Background: an optimization exercise with open tools, aiming at small area, a short achievable clock period and few clock cycles. Do not read the settings as production practice. At most, simulation tests tie the RTL to the original design; equivalence was not proved.

## the baseline
==> flow/design.v <==
module sqrt_u32(
        input             clk,
        input             rst_n,
        input             vld_in,
        input      [31:0] x,
        output reg        vld_out,
        output     [15:0] y
    );
    localparam K  = 4;                      
    localparam F  = 0;                      
    localparam G  = 0;                      
    localparam L  = (16 - F - G) / K;       
    localparam XW = 32 - 2 * F;             
    localparam CW = (L > 1) ? $clog2(L) : 1;
    reg          busy;
    reg [CW-1:0] cnt;                       
    reg [16:0]   r;                         
    reg [15:0]   q;                         
    reg [XW-1:0] xs;                        
    function [32:0] step(input [32:0] rq, input [1:0] xx);
        reg [18:0] c;
        reg [18:0] d;
        begin
            c = {rq[32:16], xx};
            if (!rq[32])
                d = c - {2'b00, rq[14:0], 2'b01};
            else
                d = c + {2'b00, rq[14:0], 2'b11};
            step = {d[16:0], rq[14:0], ~d[18]};
        end
    endfunction
    reg [32:0] ld;                          
    reg [32:0] it;                          
    reg [32:0] ot;                          
    integer k;
    always @* begin
        ld = 33'd0;
        for (k = 0; k < F; k = k + 1)
            ld = step(ld, x[31-2*k -: 2]);
        it = {r, q};
        for (k = 0; k < K; k = k + 1)
            it = step(it, xs[XW-1-2*k -: 2]);
        ot = {r, q};
        for (k = 0; k < G; k = k + 1)
            ot = step(ot, xs[XW-1-2*k -: 2]);
    end
    assign y = ot[15:0];
    always @(posedge clk or negedge rst_n) begin
        if (!rst_n) begin
            busy    <= 1'b0;
            vld_out <= 1'b0;
        end else begin
            vld_out <= busy && cnt == 0;
            if (!busy)
                busy <= vld_in;
            else if (cnt == 0)
                busy <= 1'b0;
        end
    end
    always @(posedge clk) begin
        if (!busy) begin
            {r, q} <= ld;
            xs     <= x[XW-1:0];
            cnt    <= L - 1;
        end else begin
            {r, q} <= it;
            xs     <= xs << (2 * K);
            cnt    <= cnt - 1'b1;
        end
    end
endmodule
export LEC_CHECK = 0
export CAP_MARGIN = 20
export CORE_MARGIN = 2
export CORE_UTILIZATION = 40
export SLEW_MARGIN = 20
create_clock -name core_clock -period 10.0 [get_ports {clk}]
run.sh (not shown) runs the stock make flow with config.mk's settings and CLKGATE_MAP_FILE= SYNTH_SCRIPT=/design/flow/synth_recipe.tcl, a recipe that flattens the netlist after the stock synthesis.
Relative to the baseline, the following input files were edited for the candidate:
--- a/flow/design.v
+++ b/flow/design.v
@@ -5,10 +5,10 @@
         input      [31:0] x,
         output reg        vld_out,
         output     [15:0] y
     );
-    localparam K  = 4;                      
-    localparam F  = 0;                      
+    localparam K  = 1;                      
+    localparam F  = 1;                      
     localparam G  = 0;                      
     localparam L  = (16 - F - G) / K;       
     localparam XW = 32 - 2 * F;             
     localparam CW = (L > 1) ? $clog2(L) : 1;
[summary]
- The candidate has total via count after detailed routing below what the baseline had.
- The baseline -> the candidate: synthesized area divided by synthesized cell count increased by a little under 10%
- Diff the baseline -> the candidate: routed length on met1 lost 54%, logic depth of the worst setup path including buffers lost 33, final wirelength lost 8.3 mm, multi-input gate share of total cell area lost 17 points.
- Final worst setup slack in the candidate is 5.80 ns higher than in the baseline
No run of this note included a check of the RTL's function; only the layout flow was run.


== north ==
Another version of the RTL of sqrt_u32 (not shown whole).
For scale: roughly 410 cells after synthesis, roughly 66 flip-flops, ~52 I/O pins, about 3900 um^2 of cells after synthesis.
==> module sqrt_u32, before the edit <==
module sqrt_u32(
        input             clk,
        input             rst_n,
        input             vld_in,
        input      [31:0] x,
        output reg        vld_out,
        output     [15:0] y
    );
    localparam K  = 2;                      
    localparam F  = 2;                      
    localparam G  = 0;                      
    localparam L  = (16 - F - G) / K;       
    localparam XW = 32 - 2 * F;             
    localparam CW = (L > 8) ? 4 : (L > 4) ? 3 : (L > 2) ? 2 : 1;
    reg          busy;
    reg [CW-1:0] cnt;                       
    reg [16:0]   r;                         
    reg [15:0]   q;                         
    reg [XW-1:0] xs;                        
    function [32:0] step(input [32:0] rq, input [1:0] xx);
        reg [18:0] c;
        reg [18:0] d;
        begin
            c = {rq[32:16], xx};
            if (!rq[32])
                d = c - {2'b00, rq[14:0], 2'b01};
            else
                d = c + {2'b00, rq[14:0], 2'b11};
            step = {d[16:0], rq[14:0], ~d[18]};
        end
    endfunction
    reg [32:0] ld;                          
    reg [32:0] it;                          
    reg [32:0] ot;                          
    integer k;
    always @* begin
        ld = 33'd0;
        for (k = 0; k < F; k = k + 1)
            ld = step(ld, x[31-2*k -: 2]);
        it = {r, q};
        for (k = 0; k < K; k = k + 1)
            it = step(it, xs[XW-1-2*k -: 2]);
        ot = {r, q};
        for (k = 0; k < G; k = k + 1)
            ot = step(ot, xs[XW-1-2*k -: 2]);
    end
    assign y = ot[15:0];
    always @(posedge clk or negedge rst_n) begin
        if (!rst_n) begin
            busy    <= 1'b0;
            vld_out <= 1'b0;
        end else begin
            vld_out <= busy && cnt == 0;
            if (!busy)
                busy <= vld_in;
            else if (cnt == 0)
                busy <= 1'b0;
        end
    end
    always @(posedge clk) begin
        if (!busy) begin
            {r, q} <= ld;
            xs     <= x[XW-1:0];
            cnt    <= L - 1;
        end else begin
            {r, q} <= it;
            xs     <= xs << (2 * K);
            cnt    <= cnt - 1'b1;
        end
    end
endmodule
==> flow/config.mk <==
export PLATFORM = sky130hd
export DESIGN_NAME = sqrt_u32
export DESIGN_NICKNAME = sqrt_u32
export VERILOG_FILES = /design/flow/design.v
export SDC_FILE = /design/flow/constraint.sdc
export NUM_CORES = 4
export LEC_CHECK = 0
export CAP_MARGIN = 20
export CORE_MARGIN = 2
export CORE_UTILIZATION = 40
export SETUP_SLACK_MARGIN = 5
export SLEW_MARGIN = 20
==> flow/constraint.sdc <==
create_clock -name core_clock -period 10.0 [get_ports {clk}]
set_input_delay 2.0000 -clock core_clock [delete_from_list [all_inputs] [get_ports {clk}]]
set_output_delay 2.0000 -clock core_clock [all_outputs]
set_load 0.01 [all_outputs]
Setup changes, north to south
--- a/flow/design.v
+++ b/flow/design.v
@@ -4,12 +4,12 @@
         input             vld_in,
         input      [31:0] x,
         output reg        vld_out,
         output     [15:0] y
     );
-    localparam K  = 2;                      
-    localparam F  = 2;                      
+    localparam K  = 3;                      
+    localparam F  = 1;                      
     localparam G  = 0;                      
     localparam L  = (16 - F - G) / K;       
     localparam XW = 32 - 2 * F;             
     localparam CW = (L > 8) ? 4 : (L > 4) ? 3 : (L > 2) ? 2 : 1;
     reg          busy;
### Flow results
- Final cell count without fillers in south is 242 higher than in north
- Floorplan die area delta for south relative to north: 3000 um^2 higher
- [south vs north] number of synthesized register bits: higher in south
- Compared to north, south has required time at the worst-slack endpoint 0.02 ns lower.
- Note that the maximum clock frequency recorded for north amounts to 1.17 times the value seen in south.
- Taking north as the reference point, the relative slew slack of south falls by 4.1 points.
- The height of the die in south is 1.13 times that in north.
No functional check of the RTL was part of any run of this note.


sqrt_u32, a different RTL version from the one above (not shown whole).
Size in the first run: ~300 cells after synthesis, roughly 52 flip-flops, about 52 I/O pins, roughly 0.0029 mm² of cells after synthesis.
==> module sqrt_u32, before the edit <==
module sqrt_u32(
        input             clk,
        input             rst_n,
        input             vld_in,
        input      [31:0] x,
        output reg        vld_out,
        output     [15:0] y
    );
    reg          busy;
    reg [3:0]    c;                         
    reg [16:0]   r;                         
    reg [12:0]   xh;                        
    reg [15:0]   z;                         
    assign y = z;
    function [32:0] step(input [32:0] rq, input [1:0] xx);
        reg [18:0] a;
        reg [18:0] b;
        reg [18:0] d;
        reg        s;
        begin
            s = rq[32];
            a = {rq[32:16], xx};
            b = {{2{~s}}, rq[14:0] ^ {15{~s}}, 1'b1, s};
            d = a + b + {18'd0, ~s};
            step = {d[16:0], rq[14:0], ~d[18]};
        end
    endfunction
    function [19:0] first(input [5:0] top);
        begin
            case (top)
            6'd0: first = {17'h1ffff, 3'd0};
            6'd1: first = {17'h00000, 3'd1};
            6'd2: first = {17'h00001, 3'd1};
            6'd3: first = {17'h00002, 3'd1};
            6'd4: first = {17'h1fffb, 3'd2};
            6'd5: first = {17'h1fffc, 3'd2};
            6'd6: first = {17'h1fffd, 3'd2};
            6'd7: first = {17'h1fffe, 3'd2};
            6'd8: first = {17'h1ffff, 3'd2};
            6'd9: first = {17'h00000, 3'd3};
            6'd10: first = {17'h00001, 3'd3};
            6'd11: first = {17'h00002, 3'd3};
            6'd12: first = {17'h00003, 3'd3};
            6'd13: first = {17'h00004, 3'd3};
            6'd14: first = {17'h00005, 3'd3};
            6'd15: first = {17'h00006, 3'd3};
            6'd16: first = {17'h1fff7, 3'd4};
            6'd17: first = {17'h1fff8, 3'd4};
            6'd18: first = {17'h1fff9, 3'd4};
            6'd19: first = {17'h1fffa, 3'd4};
            6'd20: first = {17'h1fffb, 3'd4};
            6'd21: first = {17'h1fffc, 3'd4};
            6'd22: first = {17'h1fffd, 3'd4};
            6'd23: first = {17'h1fffe, 3'd4};
            6'd24: first = {17'h1ffff, 3'd4};
            6'd25: first = {17'h00000, 3'd5};
            6'd26: first = {17'h00001, 3'd5};
            6'd27: first = {17'h00002, 3'd5};
            6'd28: first = {17'h00003, 3'd5};
            6'd29: first = {17'h00004, 3'd5};
            6'd30: first = {17'h00005, 3'd5};
            6'd31: first = {17'h00006, 3'd5};
            6'd32: first = {17'h00007, 3'd5};
            6'd33: first = {17'h00008, 3'd5};
            6'd34: first = {17'h00009, 3'd5};
            6'd35: first = {17'h0000a, 3'd5};
            6'd36: first = {17'h1fff3, 3'd6};
            6'd37: first = {17'h1fff4, 3'd6};
            6'd38: first = {17'h1fff5, 3'd6};
            6'd39: first = {17'h1fff6, 3'd6};
            6'd40: first = {17'h1fff7, 3'd6};
            6'd41: first = {17'h1fff8, 3'd6};
            6'd42: first = {17'h1fff9, 3'd6};
            6'd43: first = {17'h1fffa, 3'd6};
            6'd44: first = {17'h1fffb, 3'd6};
            6'd45: first = {17'h1fffc, 3'd6};
            6'd46: first = {17'h1fffd, 3'd6};
            6'd47: first = {17'h1fffe, 3'd6};
            6'd48: first = {17'h1ffff, 3'd6};
            6'd49: first = {17'h00000, 3'd7};
            6'd50: first = {17'h00001, 3'd7};
            6'd51: first = {17'h00002, 3'd7};
            6'd52: first = {17'h00003, 3'd7};
            6'd53: first = {17'h00004, 3'd7};
            6'd54: first = {17'h00005, 3'd7};
            6'd55: first = {17'h00006, 3'd7};
            6'd56: first = {17'h00007, 3'd7};
            6'd57: first = {17'h00008, 3'd7};
            6'd58: first = {17'h00009, 3'd7};
            6'd59: first = {17'h0000a, 3'd7};
            6'd60: first = {17'h0000b, 3'd7};
            6'd61: first = {17'h0000c, 3'd7};
            6'd62: first = {17'h0000d, 3'd7};
            6'd63: first = {17'h0000e, 3'd7};
            default: first = 20'd0;
            endcase
        end
    endfunction
    wire [14:0] valid = {(c[3] & c[2]),
                     (c[3] & (c[2] | (c[1] & c[0]))),
                     (c[3] & (c[2] | c[1])),
                     (c[3] & (c[2] | (c[1] | c[0]))),
                     c[3],
                     (c[3] | (c[2] & (c[1] & c[0]))),
                     (c[3] | (c[2] & c[1])),
                     (c[3] | (c[2] & (c[1] | c[0]))),
                     (c[3] | c[2]),
                     (c[3] | (c[2] | (c[1] & c[0]))),
                     (c[3] | (c[2] | c[1])),
                     (c[3] | (c[2] | (c[1] | c[0]))),
                     1'b1,
                     1'b1,
                     1'b1};
    wire [19:0] ld = first(x[31:26]);
    reg [32:0] it;                          
    integer k;
    always @* begin
        it = {r, 1'b0, z[14:0] & valid};
        for (k = 0; k < 1; k = k + 1)
            it = step(it, {xh[12-k], z[15-k]});
    end
    always @(posedge clk or negedge rst_n) begin
        if (!rst_n) begin
            busy    <= 1'b0;
            vld_out <= 1'b0;
        end else begin
            vld_out <= busy && c == 4'd12;
            if (!busy)
                busy <= vld_in;
            else if (c == 4'd12)
                busy <= 1'b0;
        end
    end
    always @(posedge clk) begin
        if (!busy) begin
            r  <= ld[19:3];
            xh <= {x[25], x[23], x[21], x[19], x[17], x[15], x[13], x[11], x[9], x[7], x[5], x[3], x[1]};
            z  <= {x[24], x[22], x[20], x[18], x[16], x[14], x[12], x[10], x[8], x[6], x[4], x[2], x[0], ld[2:0]};
            c  <= 4'd0;
        end else begin
            r  <= it[32:16];
            xh <= xh << 1;
            z  <= {z[14:0], it[0:0]};
            c  <= c + 4'd1;
        end
    end
endmodule
==> flow/config.mk <==
export PLATFORM = sky130hd
export DESIGN_NAME = sqrt_u32
export DESIGN_NICKNAME = sqrt_u32
export VERILOG_FILES = /design/flow/design.v
export SDC_FILE = /design/flow/constraint.sdc
export NUM_CORES = 4
export LEC_CHECK = 0
export CAP_MARGIN = 20
export CORE_MARGIN = 2
export CORE_UTILIZATION = 55
export SLEW_MARGIN = 20
==> flow/constraint.sdc <==
create_clock -name core_clock -period 10.0 [get_ports {clk}]
set_input_delay 2.0000 -clock core_clock [delete_from_list [all_inputs] [get_ports {clk}]]
set_output_delay 2.0000 -clock core_clock [all_outputs]
set_load 0.01 [all_outputs]
standard.sh (not shown) runs the stock make flow with config.mk's settings and CLKGATE_MAP_FILE= SYNTH_SCRIPT=/design/flow/synth_recipe.tcl, a recipe that flattens the netlist after the stock synthesis.
==> flow/flow/run.sh <==
#!/bin/bash
set -euo pipefail
MARGIN=$(cat flow/margin.txt)
bash standard.sh \
  "SETUP_SLACK_MARGIN=$MARGIN" \
  "BUFFER_PORTS_ARGS=-buffer_cell sky130_fd_sc_hd__buf_1" \
  finish > standard.log 2>&1
==> flow/flow/margin.txt <==
7.0
The baseline completed with no timing, DRC or antenna violations.
Testbench counts at the start, summed over its fixed seeds: cycles 33,608.
Rerun with:
--- a/flow/design.v
+++ b/flow/design.v
@@ -8,5 +8,5 @@
     );
     reg          busy;
-    reg [3:0]    c;                         
+    reg [6:0]    jc;                        
     reg [16:0]   r;                         
     reg [12:0]   xh;                        
@@ -14,14 +14,12 @@
     assign y = z;
     function [32:0] step(input [32:0] rq, input [1:0] xx);
-        reg [18:0] a;
-        reg [18:0] b;
-        reg [18:0] d;
+        reg [15:0] b;
+        reg [16:0] d;
         reg        s;
         begin
             s = rq[32];
-            a = {rq[32:16], xx};
-            b = {{2{~s}}, rq[14:0] ^ {15{~s}}, 1'b1, s};
-            d = a + b + {18'd0, ~s};
-            step = {d[16:0], rq[14:0], ~d[18]};
+            b = {1'b0, rq[14:0]} ^ {16{~s}};
+            d = {1'b0, rq[31:16]} + {1'b0, b} + {16'd0, xx[1] | xx[0]};
+            step = {d[14:0], xx[1] ~^ xx[0], ~xx[0], rq[14:0], d[16]};
         end
     endfunction
@@ -97,19 +95,20 @@
         end
     endfunction
-    wire [14:0] valid = {(c[3] & c[2]),
-                     (c[3] & (c[2] | (c[1] & c[0]))),
-                     (c[3] & (c[2] | c[1])),
-                     (c[3] & (c[2] | (c[1] | c[0]))),
-                     c[3],
-                     (c[3] | (c[2] & (c[1] & c[0]))),
-                     (c[3] | (c[2] & c[1])),
-                     (c[3] | (c[2] & (c[1] | c[0]))),
-                     (c[3] | c[2]),
-                     (c[3] | (c[2] | (c[1] & c[0]))),
-                     (c[3] | (c[2] | c[1])),
-                     (c[3] | (c[2] | (c[1] | c[0]))),
+    wire [14:0] valid = {(jc[6] & ~jc[4]),
+                     (jc[6] & ~jc[3]),
+                     (jc[6] & ~jc[2]),
+                     (jc[6] & ~jc[1]),
+                     (jc[6] & ~jc[0]),
+                     jc[6],
+                     (jc[5] | jc[6]),
+                     (jc[4] | jc[6]),
+                     (jc[3] | jc[6]),
+                     (jc[2] | jc[6]),
+                     (jc[1] | jc[6]),
+                     (jc[0] | jc[6]),
                      1'b1,
                      1'b1,
                      1'b1};
+    wire        last = (jc[6] & ~jc[4]);
     wire [19:0] ld = first(x[31:26]);
     reg [32:0] it;                          
@@ -125,8 +124,8 @@
             vld_out <= 1'b0;
         end else begin
-            vld_out <= busy && c == 4'd12;
+            vld_out <= busy && last;
             if (!busy)
                 busy <= vld_in;
-            else if (c == 4'd12)
+            else if (last)
                 busy <= 1'b0;
         end
@@ -137,10 +136,10 @@
             xh <= {x[25], x[23], x[21], x[19], x[17], x[15], x[13], x[11], x[9], x[7], x[5], x[3], x[1]};
             z  <= {x[24], x[22], x[20], x[18], x[16], x[14], x[12], x[10], x[8], x[6], x[4], x[2], x[0], ld[2:0]};
-            c  <= 4'd0;
+            jc <= 7'd0;
         end else begin
             r  <= it[32:16];
             xh <= xh << 1;
             z  <= {z[14:0], it[0:0]};
-            c  <= c + 4'd1;
+            jc <= {jc[5:0], ~jc[6]};
         end
     end
Result: Worst setup slack is better by 0.033 ns. Synthesized area increases by a few percent. Worst hold slack is worse by 0.0035 ns. Wire length decreases slightly.
Function not checked in the second run of this note: the RTL went through the layout flow alone.

==> static timing again, ports no longer ideal <==
In the flow no input, the clock included, has a driving cell. The finished layouts below were timed again as built, in two steps.
Step 1 assumes that a clkbuf_16 drives the clock port and a buf_2 every other input.
Step 2, shift: input delay + t, output delay - t, t = (earliest + latest rising clock arrival at the registers) / 2. This alone moves slack from input paths to output paths.
Three values: ideal, step 1, step 2; two values: the first two.
| run | t, ns | setup WS [ns] | hold slack, ns | worst register clock-pin slew, ns | worst slew at a driven data input, ns |
|---|---|---|---|---|---|
| the baseline | 0.380 | 0.893 / 0.893 / 0.893 | 0.387 / 0.387 / 0.387 | 0.06 / 0.06 | 0.04 |
| the candidate | 0.379 | 6.693 / 6.661 / 6.388 | 0.446 / 0.446 / 0.446 | 0.08 / 0.08 | 0.05 |
| north | 0.379 | 5.437 / 5.437 / 5.437 | 0.418 / 0.418 / 0.418 | 0.08 / 0.08 | 0.05 |
| south | 0.369 | 4.643 / 4.643 / 4.643 | 0.439 / 0.439 / 0.439 | 0.06 / 0.06 | 0.04 |
| the first run of note 3 | 0.329 | 7.087 / 7.057 / 6.824 | 0.463 / 0.463 / 0.463 | 0.10 / 0.10 | 0.03 |
| the second run of note 3 | 0.338 | 7.120 / 7.094 / 6.813 | 0.459 / 0.459 / 0.459 | 0.10 / 0.10 | 0.03 |
After both steps setup and hold are still met in every run listed. For the second run of note 3, which loses most, drivers alone change the setup slack by -0.026 ns; drivers and shift together by -0.307 ns.
